Background: an optimization exercise with open tools, aiming at small area, a short achievable clock period and few clock cycles per item. Do not read the settings as production practice.
At most, simulation tests tie the RTL to the original design; equivalence was not proved.
Power figures rest on the tool's default switching activity, not on a simulated workload.

== north ==
==> flow/design.v (excerpt) <==
module grn_farm #(
	parameter VECTOR_SIZE = 69,
	parameter LS          = 2,          
	parameter LK          = 1,          
	parameter G           = 6,          
	parameter CL          = 4           
) (
	input  logic                   clk,
	input  logic                   rst,
	input  logic                   in_valid,
	input  logic [VECTOR_SIZE-1:0] in_conf,
	output logic                   in_ready,
	output logic                   out_valid,
	output logic [VECTOR_SIZE-1:0] out_conf,
	output logic [31:0]            out_transient,
	output logic [31:0]            out_length
);
make LEC_CHECK=0 CAP_MARGIN=20 CORE_MARGIN=2 CORE_UTILIZATION=45 CTS_CLUSTER_DIAMETER=60 CTS_CLUSTER_SIZE=20 PLACE_DENSITY=0.6 SETUP_SLACK_MARGIN=2.9 SLEW_MARGIN=20 finish   # period 5.0 ns
run.sh (not shown) runs the stock make flow with config.mk's settings and CLKGATE_MAP_FILE= SYNTH_SCRIPT=/design/flow/synth_recipe.tcl, a recipe that flattens the netlist after the stock synthesis.
Testbench counts of north, summed over its fixed seeds: cycles 6,150, items 1,280.
For south, these inputs were changed with respect to north:
- CTS_CLUSTER_DIAMETER now 80, was 60
- CTS_CLUSTER_SIZE now 25, was 20
--- outcome ---
Delta (south minus north): static power due to leakage saw a decrease, flop-to-flop setup slack barely changed, proportion of power drawn by combinational gates up 1.6 points, power decreased by about 8% relative to the old numbers, met3 track utilization from global routing decreased by 0.15 points relative to the old numbers. north has higher final design area excluding fillers than south. | share of layout cells above drive strength 1 | south vs north | 1.7 points lower |. Between north and south, the cell count went down.
Input-level comparison between east and south:
- changing PLACE_DENSITY from 0.6 to 0.7
## What came out
south has completed all stages; timing, DRC and antenna checks passed.
east completed every stage of the flow, and the final layout passed the timing, DRC and antenna checks.
Comparing east and south, the higher fraction of area in registers is on east.
Re fill cell instance count of the final layout: east is 53 down on south.
Routed wire length (east over south): decrease, 1.6%
south was larger in final cell area than east.
Diff south -> east: non-clock buffer area fraction after layout has decreased; total combinational power has remained practically unchanged; power has decreased; number of vias in the routed layout has increased; total number of multi-input combinational cells has remained practically unchanged.
east ends up with higher peak per-stage delay on the critical path than south does.
NOTE: global placement routability congestion in east exceeds that of south
For west, these inputs were changed with respect to east:
- swapping 0.7 for 0.6 in PLACE_DENSITY
- swapping 2.9 for 3.0 in SETUP_SLACK_MARGIN
From east to west the numbers moved as follows: via count saw an increase, clock power share went up. Relative to east, minimum clock period has gone up in west. Summary — insertion delay of the later-clocked pin in the worst-skew pair, west relative to east: higher, by 0.06 ns. Changes observed in west relative to east: total setup buffers inserted after CTS increased by about 110% relative to the old numbers; fraction of power consumed by combinational cells picked up an extra 1.0 points. west reports a higher final cell area excluding filler cells than east does. Sequential cell area in the final layout of east is on par with west. Delta (west minus east): total length of routed wires climbed 5300 um, largest net degree at the start of global routing dropped 8.

* * *

grn_farm, a different RTL version from the one above (not shown whole).
Size: ~4300 cells after synthesis, ~210 I/O pins, roughly 0.043 mm^2 of cells after synthesis.
clock: 5.0 ns
lec_check: 0
cap_margin: 20
core_margin: 2
core_utilization: 45
cts_cluster_diameter: 80
cts_cluster_size: 25
place_density: 0.6
setup_slack_margin: 3.2
slew_margin: 20
Testbench counts at the start, summed over its fixed seeds: cycles 6,150, items 1,280.
Change:
- CORE_UTILIZATION: 45 -> 35
- PLACE_DENSITY: 0.6 -> 0.55
- SETUP_SLACK_MARGIN: 3.2 -> 2.6
What happened: Non-clock buffer count came out lower by 166; critical path depth came out higher by 5; synthesized area stays the same; routed wire length came out lower slightly; cell count came out higher by a few percent; global-route usage came out lower by 8.2 points; design area came out lower by a little under a tenth; core utilization came out lower by 16 points; sequential share of layout area came out higher by 2.9 points.

* * *

grn_farm again, from the RTL that the note above started with.
make LEC_CHECK=0 CAP_MARGIN=20 CORE_MARGIN=2 CORE_UTILIZATION=60 CTS_CLUSTER_DIAMETER=80 CTS_CLUSTER_SIZE=25 PLACE_DENSITY=0.7 SETUP_SLACK_MARGIN=2.9 SLEW_MARGIN=20 finish   # period 5.0 ns
Testbench counts at the start, summed over its fixed seeds: cycles 6,150, items 1,280.
Change:
Settings changed: CORE_UTILIZATION 60 to 45, PLACE_DENSITY 0.7 to 0.6.
The new run finished clean. Critical path depth fell by 4. Global-route usage fell by 12 points. Via count fell by 8.0%. Clock power rose by 4.4%. Wire length fell by 3.6%. Count of clock-buffer cells in the layout rose by 4. Cell area rose by 1.2%. Total power rose by 0.66%. Sequential share of layout area fell by 0.58 points. Sequential power barely changes.

* * *

Starting RTL as in the previous note.
clock: 5.0 ns
lec_check: 0
cap_margin: 20
core_margin: 2
core_utilization: 60
cts_cluster_diameter: 80
cts_cluster_size: 25
place_density: 0.7
setup_slack_margin: 2.6
slew_margin: 20
Testbench counts at the start, summed over its fixed seeds: cycles 6,150, items 1,280.
Rerun with:
--- a/flow/config.mk
+++ b/flow/config.mk
@@ -7,0 +8 @@
+export ABC_AREA = 1
@@ -10 +11 @@
-export CORE_UTILIZATION = 60
+export CORE_UTILIZATION = 45
@@ -13 +14 @@
-export PLACE_DENSITY = 0.7
+export PLACE_DENSITY = 0.6
Design area rose by 3.8%.
Global-route usage shrinks by 6.4 points.
Final cell count increases by 29%.
Via count goes up by 12%.
Power goes up by 2.6%.
Routed wire length went up by 16%.
Sequential share of layout area shrinks by 1.9 points.
Non-clock buffer count is lower by 10.
Rerun with:
--- a/flow/config.mk
+++ b/flow/config.mk
@@ -8 +7,0 @@
-export ABC_AREA = 1
Clock-buffer cell count came out higher by 9.
Total power came out higher slightly.
Worst hold slack is better by 0.033 ns.
Maximum frequency came out lower by a few percent.

* * *

Another version of the RTL of grn_farm (not shown whole).
Size: ~4300 cells after synthesis, ~210 I/O pins, about 41000 µm² of cells after synthesis.
clock: 5.0 ns
lec_check: 0
cap_margin: 20
core_margin: 2
core_utilization: 45
cts_cluster_diameter: 80
cts_cluster_size: 25
place_density: 0.6
setup_slack_margin: 2.9
slew_margin: 20
The first run finished clean.
Then changed:
- PLACE_DENSITY: 0.6 -> 0.7
The changed run passed the timing, DRC and antenna checks.
Routed wire length increases by 1.0%.
Maximum frequency decreases by 3.7%.
Cell count decreases by 0.37%.
Sequential power stays flat.
Final area hardly moves.
Register-to-register slack loses 0.09 ns.
Critical path depth decreases by 1.
Then changed:
- PLACE_DENSITY: 0.7 -> 0.6
- SETUP_SLACK_MARGIN: 2.9 -> 3.0
Routed wire length came out lower slightly.
Cell area came out higher by a few percent.
Setup slack improved by 0.11 ns.
Total power came out higher slightly.
No functional check of the RTL was part of any run of this note.

what the ideal ports hide:
The results above use ideal ports. As a check the final layouts listed here were re-extracted and re-timed, cells and wires unchanged. Step 1 assumes that a clkbuf_16 drives the clock port and a buf_2 every other input. Step 2, shift: input delay + t, output delay - t, t = (earliest + latest rising clock arrival at the registers) / 2. This alone moves slack from input paths to output paths. Slacks: ideal / step 1 / step 2; pairs: ideal / step 1.
run | t (ns) | slack for setup (ns) | worst register clock-pin slew, ns | worst data-port slew with drivers (ns) | cell pins on the clock port's net
north | 0.760 | 2.798 / 2.737 / 2.572 | 0.08 / 0.08 | 0.07 | 1
south | 0.782 | 2.773 / 2.698 / 2.588 | 0.11 / 0.11 | 0.06 | 1
east | 0.746 | 2.725 / 2.651 / 2.395 | 0.11 / 0.11 | 0.08 | 1
west | 0.800 | 2.551 / 2.477 / 2.362 | 0.11 / 0.11 | 0.07 | 1
the first run of note 2 | 0.742 | 2.813 / 2.745 / 2.729 | 0.11 / 0.11 | 0.09 | 1
the second run of note 2 | 0.750 | 2.447 / 2.447 / 2.447 | 0.11 / 0.11 | 0.12 | 1
the first run of note 3 | 0.747 | 2.631 / 2.631 / 2.631 | 0.11 / 0.11 | 0.08 | 1
the second run of note 3 | 0.766 | 2.782 / 2.716 / 2.595 | 0.10 / 0.10 | 0.11 | 1
the first run of note 4 | 0.737 | 2.584 / 2.584 / 2.584 | 0.11 / 0.11 | 0.06 | 1
the second run of note 4 | 0.790 | 2.608 / 2.567 / 2.608 | 0.11 / 0.11 | 0.09 | 1
the third run of note 4 | 0.740 | 2.537 / 2.537 / 2.537 | 0.11 / 0.11 | 0.13 | 1
the first run of note 5 | 0.748 | 2.768 / 2.715 / 2.476 | 0.10 / 0.10 | 0.07 | 1
the second run of note 5 | 0.741 | 2.682 / 2.682 / 2.369 | 0.11 / 0.11 | 0.07 | 1
the third run of note 5 | 0.776 | 2.790 / 2.714 / 2.482 | 0.11 / 0.11 | 0.06 | 1
After both steps every run listed still meets setup and hold. The setup slack of east, which loses most, moves by -0.074 ns with the drivers and by -0.330 ns with both steps.
